Background: an optimization exercise with open tools, aiming at small area. Do not read the settings as production practice.
The RTL was checked by simulation tests, not by an equivalence proof against the original design.
The flow treats the clock pin as an ideal source. Dropping or thinning the clock tree relies on that and would not hold on a real chip.
Power figures rest on the tool's default switching activity, not on a simulated workload.

==> inputs of job 531 <==
// spireg_top
module spireg_top(
    input clk,
    input nrst,
    input mosi,
    output miso,
    input sclk,
    input nss
);
reg mosi1, mosi2;
reg sclk1, sclk2;
reg nss1, nss2;
always @(posedge clk)
if(!nrst) begin
    mosi1 <= 0;
    mosi2 <= 0;
    sclk1 <= 0;
    sclk2 <= 0;
    nss1 <= 0;
    nss2 <= 0;
end else begin
    mosi1 <= mosi;
    mosi2 <= mosi1;
    sclk1 <= sclk;
    sclk2 <= sclk1;
    nss1 <= nss;
    nss2 <= nss1;
end
spireg_example core(
    .clk(clk),
    .nrst(nrst),
    .mosi(mosi2),
    .miso(miso),
    .sclk(sclk2),
    .nss(nss2)
);
endmodule
==> module spireg_example, before the edit <==
module spireg_example(
    input clk,
    input nrst,
    input mosi,
    output miso,
    input sclk,
    input nss
);
wire rise, rx_en, rd_en, wr_en, fc_en, fc_val;
wire [2:0] rd_reg, wr_reg;
wire [3:0] rx_idx, rd_idx, fc_idx;
spireg spireg_inst(
    .clk(clk),
    .nrst(nrst),
    .mosi(mosi),
    .sclk(sclk),
    .nss(nss),
    .rise(rise),
    .rx_en(rx_en),
    .rx_idx(rx_idx),
    .rd_en(rd_en),
    .rd_reg(rd_reg),
    .rd_idx(rd_idx),
    .wr_reg(wr_reg),
    .wr_en(wr_en),
    .fc_en(fc_en),
    .fc_idx(fc_idx),
    .fc_val(fc_val)
);
reg [2:0] ph;
reg rst_q;
reg miso_q;
wire clear = ~nrst | rst_q;
always @(posedge clk) begin
    ph <= clear ? 3'd0 : ph + 3'd1;
    rst_q <= ~nrst | (rst_q & ~rise);
end
reg [3:0] rx [0:3];
wire [3:0] rx_tap;
genvar r, k;
generate
for (k = 0; k < 4; k = k + 1) begin : g_rx
    wire ins = rx_en && rx_idx == {k[1:0], ph[1:0]};
    assign rx_tap[k] = rx[k][3];
    always @(posedge clk)
        rx[k] <= {rx[k][2:0], ins ? mosi : rx[k][3]};
end
endgenerate
reg [7:0] ring [0:15];    
wire [15:0] tap7, tap3;
wire [1:0] col;
generate
for (k = 0; k < 2; k = k + 1) begin : g_col
    assign col[k] = ~clear & (fc_en ? fc_val : rx_tap[2*k + ph[2]]);
end
for (r = 0; r < 8; r = r + 1) begin : g_reg
    for (k = 0; k < 2; k = k + 1) begin : g_ring
        wire ins;
        if (r == 0)
            assign ins = clear | (wr_en && wr_reg == r) |
                         (fc_en && fc_idx == {k[0], ph});
        else
            assign ins = clear | (wr_en && wr_reg == r);
        assign tap7[2*r+k] = ring[2*r+k][7];
        assign tap3[2*r+k] = ring[2*r+k][3];
        always @(posedge clk)
            ring[2*r+k] <= {ring[2*r+k][6:0], ins ? col[k] : ring[2*r+k][7]};
    end
end
endgenerate
wire [3:0] rsel = {rd_reg, rd_idx[3]};
wire rbit = (ph[2] == rd_idx[2]) ? tap7[rsel] : tap3[rsel];
always @(posedge clk)
    if (clear)
        miso_q <= 1'b0;
    else if (ph[1:0] == rd_idx[1:0])
        miso_q <= rd_en & rbit;
assign miso = miso_q;
endmodule
clock: 5.0 ns
lec_check: 0
cap_margin: 20
core_margin: 2
core_utilization: 80
slew_margin: 20
standard.sh (not shown) runs the stock make flow with config.mk's settings and CLKGATE_MAP_FILE= SYNTH_SCRIPT=/design/flow/synth_recipe.tcl, a recipe that flattens the netlist after the stock synthesis.
==> flow/flow/run.sh <==
#!/bin/bash
# The standard layout with these changes:
#  1. After the standard synthesis, flow/remap.tcl hands the gates between
#     the flip-flops to ABC again with area-oriented scripts (flow/abc_*.scr)
#     and keeps the smallest result. The flip-flops keep their cells and
#     names.
#  2. Ports are buffered with buf_1 cells.
#  3. The CTS step is flow/cts_inv.tcl instead of ORFS's cts.tcl: the clock
#     pins are split by position into CLK_NGROUP groups, each driven by one
#     CLK_LEAF inverter, and one CLK_ROOT inverter on the clock port drives
#     those (two inversions to every clock pin). It then legalises the
#     placement and writes 4_1_cts.odb and 4_cts.sdc, and the standard flow
#     goes on from there.
# Each tool's output goes to a log file of its own in this folder.
set -e
YOSYS=$FLOW_HOME/../tools/install/yosys/bin/yosys
[ -x "$YOSYS" ] || YOSYS=yosys
RES=orfs/results/$FLOW_PLATFORM/spireg_top/base
LIB=$FLOW_HOME/platforms/$FLOW_PLATFORM/lib/sky130_fd_sc_hd__tt_025C_1v80.lib

bash standard.sh synth > standard_synth.log 2>&1

cp $RES/1_2_yosys.v $RES/1_2_yosys_standard.v
export REMAP_IN=$RES/1_2_yosys_standard.v REMAP_LIB=$LIB REMAP_TOP=$FLOW_TOP
export REMAP_DONT_USE="$(cat flow/dont_use.txt)"
best=""; best_area=""
for scr in flow/abc_*.scr; do
  n=$(basename $scr .scr)
  export REMAP_SCRIPT=$PWD/$scr REMAP_OUT=$RES/1_2_yosys_$n.v
  if $YOSYS -c flow/remap.tcl > remap_$n.log 2>&1; then
    a=$(awk '/Chip area/ {print $NF}' $REMAP_OUT.stat)
    echo "$n $a" >> remap_areas.txt
    if [ -z "$best" ] || awk -v a=$a -v b=$best_area 'BEGIN {exit !(a < b)}'; then
      best=$REMAP_OUT; best_area=$a
    fi
  fi
done
echo "kept $best ($best_area)" >> remap_areas.txt
cp $best $RES/1_2_yosys.v

export BUFFER_PORTS_ARGS="-buffer_cell sky130_fd_sc_hd__buf_1"
bash standard.sh place > standard_place.log 2>&1

export CTS_RESULTS=$RES CTS_LIB=$LIB CTS_SETRC=$FLOW_HOME/platforms/$FLOW_PLATFORM/setRC.tcl
export CLK_NGROUP=5 CLK_LEAF=sky130_fd_sc_hd__inv_12 CLK_ROOT=sky130_fd_sc_hd__inv_6
openroad -no_init -exit flow/cts_inv.tcl > cts_inv.log 2>&1

bash standard.sh > standard.log 2>&1
Other scripts of this flow, unchanged in this note and not shown: flow/flow/abc_1.scr, flow/flow/abc_2.scr, flow/flow/abc_3.scr, flow/flow/abc_4.scr, flow/flow/abc_5.scr, flow/flow/abc_6.scr, flow/flow/cts_inv.tcl, flow/flow/dont_use.txt, flow/flow/remap.tcl
==> job 3342 (differences from job 531) <==
--- a/flow/design.v
+++ b/flow/design.v
@@ -130,3 +130,3 @@
 always @(posedge clk) begin
-    ph <= clear ? 3'd0 : ph + 3'd1;
+    ph <= ph + 3'd1;
     rst_q <= ~nrst | (rst_q & ~rise);
- CORE_UTILIZATION: 80 -> 65
==> comparison <==
In job 3342 the sequential share of layout area is higher than in job 531, by 0.18 points. In job 531 the die area is smaller than in job 3342, by 18%. In job 3342 the global-route usage is lower than in job 531, by 9.7 points. In job 3342 the synthesized cell count is smaller than in job 531, by 1.3%. Against job 531, the via count of job 3342 is lower by 11%.
==> figures <==
item	job 531	job 3342
Period Utilization, post-route	66.0%	58.7%
Share of power burned in the clock network	25.0%	24.9%
Status	finished clean	finished clean
Min Tclk post-route	3.30 ns	2.94 ns
Cell Int Power	1.45 mW	1.44 mW
Capturing instance or port of the critical path	core.ring[9][0]	core.ring[6][0]
Die Footprint	0.00620 mm²	0.00752 mm²
Multi-input gate area	856 µm²	816 µm²
Final weighted congestion of routability-driven global placement	0.840	1.03
Pre-CTS setup slack	1.51 ns	1.95 ns
Net Count, Synth	379	374
No run of this note takes its clock network from TritonCTS; it comes from the design's own scripts or RTL.


==> branch ember: inputs <==
==> flow/design.v <==
`timescale 1ns / 1ps
module spireg_top(
    input clk,
    input nrst,
    input mosi,
    output miso,
    input sclk,
    input nss
);
reg mosi1, mosi2;
reg sclk1, sclk2;
reg nss1, nss2;
always @(posedge clk)
if(!nrst) begin
    mosi1 <= 0;
    mosi2 <= 0;
    sclk1 <= 0;
    sclk2 <= 0;
    nss1 <= 0;
    nss2 <= 0;
end else begin
    mosi1 <= mosi;
    mosi2 <= mosi1;
    sclk1 <= sclk;
    sclk2 <= sclk1;
    nss1 <= nss;
    nss2 <= nss1;
end
spireg_example core(
    .clk(clk),
    .nrst(nrst),
    .mosi(mosi2),
    .miso(miso),
    .sclk(sclk2),
    .nss(nss2)
);
endmodule

`timescale 1ns / 1ps
module spireg (
    input clk,
    input mosi,              
    input sclk,              
    input nss,               
    output busy_cmd,         
    output rd_data,          
    output [2:0] reg_addr,   
    output [3:0] bit_idx,    
    output [15:0] wdata,     
    output wr_stb,           
    output fc_stb,           
    output [4:0] fc          
);
localparam ST_CMD = 2'd0, ST_RD = 2'd1, ST_WR = 2'd2, ST_IDLE = 2'd3;
reg sclk_d;
reg [1:0] st;
reg [3:0] cnt;
reg [2:0] addr;
reg [14:0] isr;
wire rise = sclk & ~sclk_d;
wire last = (cnt == 4'd15);
wire [7:0] cmd = {isr[6:0], mosi};
always @(posedge clk) begin
    sclk_d <= sclk;
    if (rise)
        isr <= {isr[13:0], mosi};
    if (nss) begin
        st <= ST_CMD;
        cnt <= 4'd8;
    end else if (rise) begin
        cnt <= cnt + 4'd1;
        if (last) begin
            if (st == ST_CMD) begin
                addr <= cmd[2:0];
                case (cmd[7:6])
                    2'b00: st <= ST_RD;
                    2'b10: st <= ST_WR;
                    default: st <= ST_IDLE;
                endcase
            end else begin
                addr <= addr + 3'd1;
            end
        end
    end
end
assign busy_cmd = (st == ST_CMD);
assign rd_data = (st == ST_RD);
assign reg_addr = addr;
assign bit_idx = {cnt[3] & ~busy_cmd, ~cnt[2:0]};
assign wdata = {isr[6:0], mosi, isr[14:7]};
assign wr_stb = rise & ~nss & last & (st == ST_WR);
assign fc_stb = rise & ~nss & last & busy_cmd & (cmd[7:5] == 3'b110);
assign fc = cmd[4:0];
endmodule
`timescale 1ns / 1ps
module spireg_example(
    input clk,
    input nrst,
    input mosi,
    output miso,
    input sclk,
    input nss
);
wire busy_cmd, rd_data, wr_stb, fc_stb;
wire [2:0] reg_addr;
wire [3:0] bit_idx;
wire [15:0] wdata;
wire [4:0] fc;
reg [15:0] mem [0:7];
spireg spireg_inst(
    .clk(clk),
    .mosi(mosi),
    .sclk(sclk),
    .nss(nss),
    .busy_cmd(busy_cmd),
    .rd_data(rd_data),
    .reg_addr(reg_addr),
    .bit_idx(bit_idx),
    .wdata(wdata),
    .wr_stb(wr_stb),
    .fc_stb(fc_stb),
    .fc(fc)
);
wire [2:0] rd_addr = busy_cmd ? 3'd0 : reg_addr;
wire [15:0] rd_word = mem[rd_addr];
assign miso = (busy_cmd | rd_data) & rd_word[bit_idx];
integer i;
always @(posedge clk) begin
    if (!nrst) begin
        for (i = 0; i < 8; i = i + 1)
            mem[i] <= 16'h0000;
    end else begin
        if (wr_stb)
            mem[reg_addr] <= wdata;
        if (fc_stb)
            mem[0][fc[4:1]] <= fc[0];
    end
end
endmodule
==> flow/run.sh <==
#!/bin/bash
# synth_recipe.tcl (not shown) runs the flow's synth.tcl, then flattens the netlist and writes it again
# the make line also repeats each setting of config.mk as NAME=value (left out here)
make -C /OpenROAD-flow-scripts/flow DESIGN_CONFIG=/design/flow/config.mk WORK_HOME=/design/flow/orfs CLKGATE_MAP_FILE= SYNTH_SCRIPT=/design/flow/synth_recipe.tcl finish
==> flow/config.mk <==
export PLATFORM = sky130hd
export DESIGN_NAME = spireg_top
export DESIGN_NICKNAME = spireg_top
export VERILOG_FILES = /design/flow/design.v
export SDC_FILE = /design/flow/constraint.sdc
export NUM_CORES = 4
export LEC_CHECK = 0
export CAP_MARGIN = 20
export CORE_MARGIN = 2
export CORE_UTILIZATION = 40
export SLEW_MARGIN = 20
==> flow/constraint.sdc <==
create_clock -name core_clock -period 5.0 [get_ports {clk}]
set_input_delay 1.0000 -clock core_clock [delete_from_list [all_inputs] [get_ports {clk}]]
set_output_delay 1.0000 -clock core_clock [all_outputs]
set_load 0.01 [all_outputs]
==> branch harbor (differences from branch ember) <==
==> flow/design.v, changed modules only <==
module spireg (
    input clk,
    input nrst,
    input mosi,              
    input sclk,              
    input nss,               
    output rd_en,            
    output [2:0] rd_reg,     
    output [3:0] rd_idx,     
    output [2:0] wr_reg,     
    output wr_en,            
    output [15:0] wr_word,   
    output fc_en,            
    output [3:0] fc_idx,     
    output fc_val            
);
localparam ST_CMD = 3'd0, ST_RD = 3'd1, ST_WR = 3'd2, ST_NOP = 3'd3, ST_FC = 3'd4;
reg sclk_d;
reg [2:0] st;
reg [3:0] cnt;
reg [2:0] addr;
reg [15:0] isr;
reg wdone;               
wire rise = sclk & ~sclk_d;
wire last = (cnt == 4'd15);
wire [7:0] cmd = {isr[6:0], mosi};
always @(posedge clk) begin
    sclk_d <= sclk;
    if (rise)
        isr <= {isr[14:0], mosi};
    if (!nrst || nss) begin
        st <= ST_CMD;
        cnt <= 4'd8;
    end else if (rise) begin
        cnt <= cnt + 4'd1;
        wdone <= last && (st == ST_WR);
        if (last && st == ST_CMD) begin
            addr <= cmd[2:0];
            case (cmd[7:6])
                2'b00: st <= ST_RD;
                2'b10: st <= ST_WR;
                2'b11: st <= cmd[5] ? ST_NOP : ST_FC;
                default: st <= ST_NOP;
            endcase
        end else begin
            if (st == ST_FC)
                st <= ST_NOP;
            if ((last && st == ST_RD) || (wdone && st == ST_WR))
                addr <= addr + 3'd1;
        end
    end
end
assign rd_en = (st == ST_CMD) || (st == ST_RD);
assign rd_reg = (st == ST_CMD) ? 3'd0 : addr;
assign rd_idx = {cnt[3] & (st != ST_CMD), cnt[2:0]};
assign wr_reg = addr;
assign wr_en = wdone && (st == ST_WR);
assign wr_word = isr;
assign fc_en = (st == ST_FC);
assign fc_idx = {isr[4], ~isr[3:1]};
assign fc_val = isr[0];
endmodule
module spireg_example(
    input clk,
    input nrst,
    input mosi,
    output miso,
    input sclk,
    input nss
);
wire rd_en, wr_en, fc_en, fc_val;
wire [2:0] rd_reg, wr_reg;
wire [3:0] rd_idx, fc_idx;
wire [15:0] wr_word;
spireg spireg_inst(
    .clk(clk),
    .nrst(nrst),
    .mosi(mosi),
    .sclk(sclk),
    .nss(nss),
    .rd_en(rd_en),
    .rd_reg(rd_reg),
    .rd_idx(rd_idx),
    .wr_reg(wr_reg),
    .wr_en(wr_en),
    .wr_word(wr_word),
    .fc_en(fc_en),
    .fc_idx(fc_idx),
    .fc_val(fc_val)
);
reg [1:0] ph;
reg rst1, rst2;
reg miso_q;
wire clear = ~nrst | rst1 | rst2;
always @(posedge clk) begin
    ph <= ph + 2'd1;
    rst1 <= ~nrst;
    rst2 <= rst1;
end
reg [3:0] ring [0:31];    
wire [31:0] tap;
wire [3:0] col;
genvar r, k;
generate
for (k = 0; k < 4; k = k + 1) begin : g_col
    wire [3:0] wb = {wr_word[12-4*k], wr_word[13-4*k], wr_word[14-4*k], wr_word[15-4*k]};
    assign col[k] = ~clear & (fc_en ? fc_val : wb[ph]);
end
for (r = 0; r < 8; r = r + 1) begin : g_reg
    for (k = 0; k < 4; k = k + 1) begin : g_ring
        wire ins;
        if (r == 0)
            assign ins = clear | (wr_en && wr_reg == r) |
                         (fc_en && fc_idx == {k[1:0], ph});
        else
            assign ins = clear | (wr_en && wr_reg == r);
        assign tap[4*r+k] = ring[4*r+k][3];
        always @(posedge clk)
            ring[4*r+k] <= {ring[4*r+k][2:0], ins ? col[k] : ring[4*r+k][3]};
    end
end
endgenerate
always @(posedge clk)
    if (ph == rd_idx[1:0])
        miso_q <= rd_en & tap[{rd_reg, rd_idx[3:2]}];
assign miso = miso_q;
endmodule
--- a/flow/config.mk
+++ b/flow/config.mk
@@ -8,4 +8,7 @@
 export CAP_MARGIN = 20
 export CORE_MARGIN = 2
-export CORE_UTILIZATION = 40
+export CORE_UTILIZATION = 60
+export CTS_BUF_LIST = sky130_fd_sc_hd__clkbuf_8
+export CTS_CLUSTER_DIAMETER = 100
+export CTS_CLUSTER_SIZE = 50
 export SLEW_MARGIN = 20
==> notes <==
Of branch ember and branch harbor, branch ember has the higher area after synthesis (gap 54%, measured against branch harbor).
Synthesized cell count: branch harbor is lower than branch ember (about 40%).
Against branch ember, the sequential power of branch harbor is smaller by about 10%.
Against branch harbor, the clock skew of branch ember is lower by 0.010 ns.
Of branch harbor and branch ember, branch harbor has the higher sequential cell count (gap 8).
Of branch ember and branch harbor, branch ember has the higher via count (gap about 90%, measured against branch harbor).
Against branch harbor, the register-to-register slack of branch ember is lower by 1.3 ns.

## afterwards: timing with drivers on the ports
How much do the figures lean on ideal ports? The routed layouts below were timed once more, with nothing changed but the port constraints.
Step 1 (the two cells are an assumption about what drives the block):
set clk [get_ports {clk}]
set_driving_cell -lib_cell sky130_fd_sc_hd__clkbuf_16 $clk
set_driving_cell -lib_cell sky130_fd_sc_hd__buf_2 [delete_from_list [all_inputs] $clk]
Step 2 moves the port delays by t, midway between the first and last clock arrival at a register: inputs arrive t later, outputs are due t later. That takes back most of the time a late clock gives input paths.
Three values: ideal ports, drivers, drivers and shift; two values: the first two.
run	t, ns	setup WS [ns]	worst register clock-pin slew, ns	worst slew at a driven data input, ns
job 531	0.292	1.701 / 1.718 / 1.426	0.12 / 0.12	0.03
job 3342	0.284	2.063 / 2.081 / 1.797	0.12 / 0.12	0.03
branch ember	0.475	0.447 / 0.401 / 0.876	0.07 / 0.07	0.04
branch harbor	0.470	2.561 / 2.573 / 2.103	0.10 / 0.10	0.03
After both steps every run listed still meets setup and hold. For branch harbor, which loses most, drivers alone change the setup slack by +0.012 ns; drivers and shift together by -0.458 ns.
